Source: an optimization exercise on an open RTL-to-GDS flow (aim: small area). Production flows keep margins and buffers that such runs may drop.
Only simulation tests tie the RTL to the original design; equivalence was not proved.
The clock port is modelled as an ideal driver; clocking choices that lean on that would not hold on a real chip.
Power figures rest on the tool's default switching activity, not on a simulated workload.

== job 2408 ==
==> flow/design.v <==
`timescale 1ns / 1ps
`timescale 1ns / 1ps
`timescale 1ns / 1ps
`timescale 1ns / 1ps
module top (
    input  wire CLK100MHZ,
    input  wire CPU_RESETN,
    input  wire ACL_MISO,
    output wire ACL_MOSI,
    output wire ACL_SCLK,
    output wire ACL_CSN,
    output wire [14:0] LED,
    output wire [6:0] SEG,
    output wire DP,
    output wire [7:0] AN
);
    wire rst = ~CPU_RESETN;
    reg [4:0]  c;
    reg [1:0]  q;
    reg [2:0]  l;
    reg [7:0]  h;
    reg [2:0]  sel;
    reg [10:0] v;
    reg        rd;
    wire tick  = c[4] & c[3];                         
    wire fall  = c[3] & c[2] & ~c[1] & ~c[0];         
    wire q3    = tick & ((q[0] & q[1]));                     
    wire l4    = q3 & ((l[2]));                       
    wire hwrap = h[7] & h[6] & h[2] & h[1] & h[0];    
    wire vwrap = v[10] & v[9] & v[8] & v[7] & v[6] & v[4] & v[3] & v[2];  
    wire rdset = l4 & ((~v[0] & ~v[1] & ~v[2] & ~v[3] & ~v[4] & ~v[5] & ~v[6] & ~v[7] & ~v[8] & ~v[9] & ~v[10])) & ((~sel[0] & ~sel[1] & sel[2]));    
    wire wr    = ~rd & ((~sel[1] & sel[2]));             
    wire en_q   = tick;
    wire en_l   = q3;
    wire en_hv  = l4;
    wire en_sel = l4 & hwrap;
    wire clr_c  = tick;
    wire clr_h  = l4 & hwrap;
    wire clr_v  = l4 & vwrap;
    wire [5:0]  cy_c   = {cy_c[4:0] & c, 1'b1};
    wire [1:0]  tg_q   = {(q[0]), 1'b1};
    wire [2:0]  tg_l   = {(l[0] & l[1]) | (l[2]), (l[0]), (~l[2])};
    wire [8:0]  cy_h   = {cy_h[7:0] & h, en_hv};
    wire [2:0]  tg_sel = {(sel[0]), (sel[0] & ~sel[2]), 1'b1};
    wire [11:0] cy_v   = {cy_v[10:0] & v, en_hv};
    localparam [10:0] V0 = 11'd861;
    always @(posedge CLK100MHZ) begin
        c   <= {5{~(rst | clr_c)}} & (c ^ cy_c[4:0]);
        q   <= {2{~rst}} & (q ^ ({2{en_q}} & tg_q));
        l   <= {3{~rst}} & (l ^ ({3{en_l}} & tg_l));
        h   <= {8{~(rst | clr_h)}} & (h ^ cy_h[7:0]);
        sel <= {3{~rst}} & (sel ^ ({3{en_sel}} & tg_sel));
        v   <= ({11{rst}} & V0) | ({11{~(rst | clr_v)}} & (v ^ cy_v[10:0]));
        rd  <= ~rst & (rd | rdset);
    end
    wire rwin = rd & (v[10:4] == 7'd0);
    wire wwin = wr & (v[10:3] == 8'd6);
    wire r_cs    = (v[1] & ~v[2]) | (v[2] & ~v[3]) | (~l[2] & ~v[1] & v[3]) | (~v[2] & v[3]) | (l[0] & v[0] & ~v[1]) | (~v[0] & ~v[1] & v[2]) | (l[2] & v[0] & ~v[2]) | (l[1] & v[0] & ~v[3]) | (~q[1] & ~v[1] & v[2]) | (q[0] & q[1] & v[0] & ~v[3]);
    wire r_mosi  = (l[2] & v[0] & ~v[2] & ~v[3]) | (l[1] & v[0] & v[1] & ~v[2] & ~v[3]) | (~l[0] & l[1] & v[1] & ~v[2] & ~v[3]) | (l[0] & ~l[1] & ~v[0] & v[1] & ~v[2] & ~v[3]);    
    wire r_samp  = (q[0] & ~q[1] & ~l[2] & v[0] & v[1] & v[2] & ~v[3]) | (q[0] & ~q[1] & ~v[0] & v[1] & ~v[2] & v[3]) | (q[0] & ~q[1] & l[0] & v[0] & ~v[1] & v[2] & v[3]) | (q[0] & ~q[1] & l[2] & v[0] & ~v[1] & v[2] & v[3]) | (q[0] & ~q[1] & ~l[0] & l[1] & ~v[0] & ~v[1] & v[2] & ~v[3]) | (q[0] & ~q[1] & l[1] & v[0] & ~v[1] & v[2] & v[3]) | (q[0] & ~q[1] & l[2] & ~v[0] & v[1] & v[2] & ~v[3]);
    wire r_latch = (q[0] & q[1] & l[2] & v[0] & ~v[1] & v[2] & v[3]);
    wire w_cs    = (v[0] & ~v[2]) | (v[1] & ~v[2]) | (l[0] & ~v[0] & ~v[1]) | (l[1] & ~v[0] & ~v[1]) | (l[2] & ~v[2]) | (q[1] & ~l[2] & ~v[0] & ~v[1]) | (~q[1] & ~v[0] & ~v[1] & v[2]);
    wire w_mosi  = (~l[0] & ~l[1] & ~l[2] & v[1] & ~v[2]) | (l[0] & ~l[1] & v[0] & ~v[1] & ~v[2]) | (l[2] & ~v[0] & ~v[1] & ~v[2]) | (l[1] & ~v[0] & v[1] & ~v[2]) | (~l[0] & l[1] & ~v[0] & ~v[1] & v[2]);
    reg mosi;
    always @(posedge CLK100MHZ)
        if (rst | (tick & ((~q[0] & q[1]))))
            mosi <= ~rst & ((rwin & r_mosi) | (wwin & w_mosi));
    wire csl = (rwin & r_cs) | (wwin & w_cs);
    assign ACL_CSN  = ~csl;
    assign ACL_SCLK = csl & ((~q[1]));    
    assign ACL_MOSI = mosi;
    reg [20:0] ring;
    always @(posedge CLK100MHZ)
        ring <= {ring[19:0], (tick & rwin & r_samp) ? ACL_MISO : ring[20]};
    wire ld   = ~rst & fall & rwin & r_latch;
    wire hold = ~rst & ~(fall & rwin & r_latch);
    reg [14:0] led;
    always @(posedge CLK100MHZ)
        led <= ({15{ld}} & {ring[9], ring[14], ring[19], ring[3], ring[12], ring[5], ring[10], ring[15], ring[20], ring[8], ring[1], ring[6], ring[11], ring[16], ring[4]}) |
               ({15{hold}} & led);
    assign LED = led;
    wire zs = (~sel[1] & ~sel[2]);     
    wire ys = (sel[1]);     
    wire xs = (~sel[1] & sel[2]);     
    wire [3:0] nib = ({4{zs}} & led[3:0]) | ({4{ys}} & led[8:5]) | ({4{xs}} & led[13:10]);
    wire sgn = (zs & led[4]) | (ys & led[9]) | (xs & led[14]);
    wire tens  = (sel[0] & ~sel[1]) | (~sel[0] & sel[1] & ~sel[2]);
    wire blank = (sel[0] & sel[1] & ~sel[2]) | (~sel[0] & sel[1] & sel[2]);
    wire ones  = (~sel[0] & ~sel[1]) | (sel[0] & sel[1] & sel[2]);
    wire ge10 = nib[3] & (nib[2] | nib[1]);
    wire [3:0] d = tens ? {3'b000, ge10} :
                   ge10 ? {1'b0, nib[2] & nib[1], ~nib[1], nib[0]} : nib;
    wire [6:0] seg;
    assign seg[0] = (~d[1] & ~d[2] & ~d[3]) | (d[0] & d[1] & d[2]);
    assign seg[1] = (d[0] & ~d[2] & ~d[3]) | (d[1] & ~d[2]) | (d[0] & d[1]);
    assign seg[2] = (d[0]) | (~d[1] & d[2]);
    assign seg[3] = (d[0] & ~d[1] & ~d[2] & ~d[3]) | (~d[0] & ~d[1] & d[2]) | (d[0] & d[1] & d[2]);
    assign seg[4] = (~d[0] & d[1] & ~d[2]);
    assign seg[5] = (d[0] & ~d[1] & d[2]) | (~d[0] & d[1] & d[2]);
    assign seg[6] = (d[0] & ~d[1] & ~d[2] & ~d[3]) | (~d[0] & ~d[1] & d[2]);
    assign SEG = blank ? 7'b111_1111 : seg;
    assign DP  = ~(ones & sgn);
    assign AN  = ~{(sel[0] & ~sel[1] & sel[2]), (~sel[0] & ~sel[1] & sel[2]), (sel[0] & sel[1] & ~sel[2]), (~sel[0] & sel[1] & ~sel[2]), (sel[0] & sel[1] & sel[2]), (~sel[0] & sel[1] & sel[2]), (sel[0] & ~sel[1] & ~sel[2]), (~sel[0] & ~sel[1] & ~sel[2])};
endmodule
==> flow/config.mk <==
export PLATFORM = sky130hd
export DESIGN_NAME = top
export DESIGN_NICKNAME = top
export VERILOG_FILES = /design/flow/design.v
export SDC_FILE = /design/flow/constraint.sdc
export NUM_CORES = 4
export LEC_CHECK = 0
export ABC_AREA = 1
export CAP_MARGIN = 20
export CORE_MARGIN = 2
export CORE_UTILIZATION = 40
export GPL_TIMING_DRIVEN = 0
export SLEW_MARGIN = 20
==> flow/constraint.sdc <==
create_clock -name core_clock -period 10.0 [get_ports {CLK100MHZ}]
set_input_delay 2.0000 -clock core_clock [delete_from_list [all_inputs] [get_ports {CLK100MHZ}]]
set_output_delay 2.0000 -clock core_clock [all_outputs]
set_load 0.01 [all_outputs]
standard.sh (not shown) runs the stock make flow with config.mk's settings and CLKGATE_MAP_FILE= SYNTH_SCRIPT=/design/flow/synth_recipe.tcl, a recipe that flattens the netlist after the stock synthesis.
==> flow/flow/run.sh <==
#!/bin/bash
# Own layout flow: the standard flow (standard.sh, every ORFS step), with
# these changes:
#  - Synthesis maps the logic with an area-only ABC script (flow/abc.script),
#    without gate up-sizing or buffering (the placer's repair adds what timing
#    needs), and leaves adders to ABC instead of half/full-adder cells.
#  - Ports are buffered with buf_1 instead of a delay cell.
#  - CTS uses clkbuf_4 buffers and no dummy loads; afterwards the clock root
#    (the buffer the clock port drives) is made a clkbuf_16 (flow/post_cts.tcl).
# Each call's whole output goes to this folder's *.log files; each ORFS step
# also keeps its own log in orfs/logs/.
set -euo pipefail
W=$(pwd)
rm -rf "$W/own_scripts"
cp -r "$FLOW_HOME/scripts" "$W/own_scripts"
cp "$W/flow/abc.script" "$W/own_scripts/abc_area.script"
cp "$W/flow/abc.script" "$W/own_scripts/abc_speed.script"
bash standard.sh "SCRIPTS_DIR=$W/own_scripts" "ADDER_MAP_FILE=" synth > "$W/synth.log" 2>&1
bash standard.sh "SCRIPTS_DIR=$W/own_scripts" \
    "BUFFER_PORTS_ARGS=-buffer_cell sky130_fd_sc_hd__buf_1" \
    "CTS_ARGS=-sink_clustering_enable -repair_clock_nets -dont_use_dummy_load -buf_list sky130_fd_sc_hd__clkbuf_4 -root_buf sky130_fd_sc_hd__clkbuf_4" \
    "POST_CTS_TCL=$W/flow/post_cts.tcl" \
    finish > "$W/layout.log" 2>&1
==> flow/flow/abc.script <==
strash
dc2
dc2
dc2
strash
&get -n
&dch -f
&nf -R 1000 -p
&put
topo
==> flow/flow/post_cts.tcl <==
# After CTS: give the clock root (the buffer the clock port drives) a
# stronger cell, so the small leaf buffers see a sharp input edge.
foreach it [[[[ord::get_db_block] findBTerm CLK100MHZ] getNet] getITerms] {
  set inst [$it getInst]
  if {[string match *clkbuf* [[$inst getMaster] getName]]} {
    replace_cell [get_cells [$inst getName]] sky130_fd_sc_hd__clkbuf_16
  }
}
detailed_placement
check_placement -verbose
estimate_parasitics -placement
Relative to job 2408, the following input files were edited for job 6469:
- a deleted GPL_TIMING_DRIVEN that had been 0
--- outcome ---
Cell area reported after detailed placement: job 2408 vs job 6469, no meaningful difference
When the final numbers for job 6469 and job 2408 were put side by side, the overall routed net length turned out to be greater in job 6469.
When the final numbers for job 6469 and job 2408 were put side by side, the final-layout worst hold slack turned out to be greater in job 6469.
The setup skew after layout of job 2408 and that of job 6469 are within noise of each other.
The minimum clock period in job 6469 was lower than what job 2408 gave.
Between job 6469 and job 2408, the difference in clock network power share is negligible.
Per the comparison of job 6469 with job 2408, ratio of final minimum period to clock period now smaller, final worst-path setup slack now larger.
For job 1886, these inputs were changed with respect to job 6469:
- GPL_TIMING_DRIVEN newly set to 0
diff --git a/flow/flow/run.sh b/flow/flow/run.sh
--- a/flow/flow/run.sh
+++ b/flow/flow/run.sh
@@ -7,5 +7,5 @@
 #  - Ports are buffered with buf_1 instead of a delay cell.
 #  - CTS uses clkbuf_4 buffers and no dummy loads; afterwards the clock root
-#    (the buffer the clock port drives) is made a clkbuf_16 (flow/post_cts.tcl).
+#    (the buffer the clock port drives) is made a clkbuf_8 (flow/post_cts.tcl).
 # Each call's whole output goes to this folder's *.log files; each ORFS step
 # also keeps its own log in orfs/logs/.
diff --git a/flow/flow/post_cts.tcl b/flow/flow/post_cts.tcl
--- a/flow/flow/post_cts.tcl
+++ b/flow/flow/post_cts.tcl
@@ -4,5 +4,5 @@
   set inst [$it getInst]
   if {[string match *clkbuf* [[$inst getMaster] getName]]} {
-    replace_cell [get_cells [$inst getName]] sky130_fd_sc_hd__clkbuf_16
+    replace_cell [get_cells [$inst getName]] sky130_fd_sc_hd__clkbuf_8
   }
 }
--- outcome ---
The flow did not stop early for job 1886: all stages ran, and the layout cleared the timing, DRC and antenna checks.
From job 6469 to job 1886 the numbers moved as follows: sequential share of layout area now sits higher, final worst setup slack now sits lower, largest clock skew in the final design now sits at about the same level, clock-cell share of area now sits lower, peak ir drop on the vdd network now sits lower.
met2 routed wirelength grows slightly when moving from job 6469 to job 1886.
In job 1886 the layout overhead on the synthesized area turned out 0.80 points lower than in job 6469.
The higher non-clock buffer count came out of job 6469.
Job 6469 → job 1886: sum of routed wire length over all layers now smaller, pre-CTS setup slack moved down, final instance area went down by about 0.7%.
Input changes introduced in job 9742 (baseline for comparison: job 1886):
diff --git a/flow/flow/post_cts.tcl b/flow/flow/post_cts.tcl
--- a/flow/flow/post_cts.tcl
+++ b/flow/flow/post_cts.tcl
@@ -10,2 +10,29 @@
 check_placement -verbose
 estimate_parasitics -placement
+
+proc leaf_worst_slew {inst} {
+  set worst 0
+  foreach s [[[$inst findITerm X] getNet] getITerms] {
+    if {[$s getInst] == $inst} { continue }
+    set pin [get_pins "[[$s getInst] getName]/[[$s getMTerm] getName]"]
+    foreach p {slew_max_rise slew_max_fall} {
+      set v [sta::time_sta_ui [get_property $pin $p]]
+      if {$v > $worst} { set worst $v }
+    }
+  }
+  return $worst
+}
+foreach inst [[ord::get_db_block] getInsts] {
+  if {[[$inst getMaster] getName] ne "sky130_fd_sc_hd__clkbuf_4"} { continue }
+  replace_cell [get_cells [$inst getName]] sky130_fd_sc_hd__clkbuf_2
+  estimate_parasitics -placement
+  set w [leaf_worst_slew $inst]
+  puts "leaf [$inst getName]: clkbuf_2 worst sink slew $w"
+  if {$w > 0.095} {
+    replace_cell [get_cells [$inst getName]] sky130_fd_sc_hd__clkbuf_4
+    estimate_parasitics -placement
+  }
+}
+detailed_placement
+check_placement -verbose
+estimate_parasitics -placement
[summary]
Reported for job 1886 and job 9742, non-clock buffer count turned out identical to the last digit.
Job 1886 → job 9742: static leakage has remained practically unchanged, layout-stage area growth over the synthesis result has remained practically unchanged, final hold violation count has remained practically unchanged.

==> re-timing with driven ports <==
In the flow no input, the clock included, has a driving cell. The finished layouts below were timed again as built, in two steps. Step 1 sets driving cells, clkbuf_16 on the clock port and buf_2 on the other inputs (assumed; they add their load-dependent delay and slew). Step 2 moves the port delays by t, midway between the first and last clock arrival at a register: inputs arrive t later, outputs are due t later. That takes back most of the time a late clock gives input paths. Three values: ideal ports, drivers, drivers and shift; two values: the first two.
run	t, ns	setup WS [ns]	cell pins on the clock port's net
job 2408	0.341	4.729 / 4.699 / 5.040	1
job 6469	0.340	4.857 / 4.823 / 5.162	1
job 1886	0.361	4.707 / 4.681 / 5.043	1
job 9742	0.361	4.707 / 4.681 / 5.043	1
After both steps setup and hold are still met in every run listed.
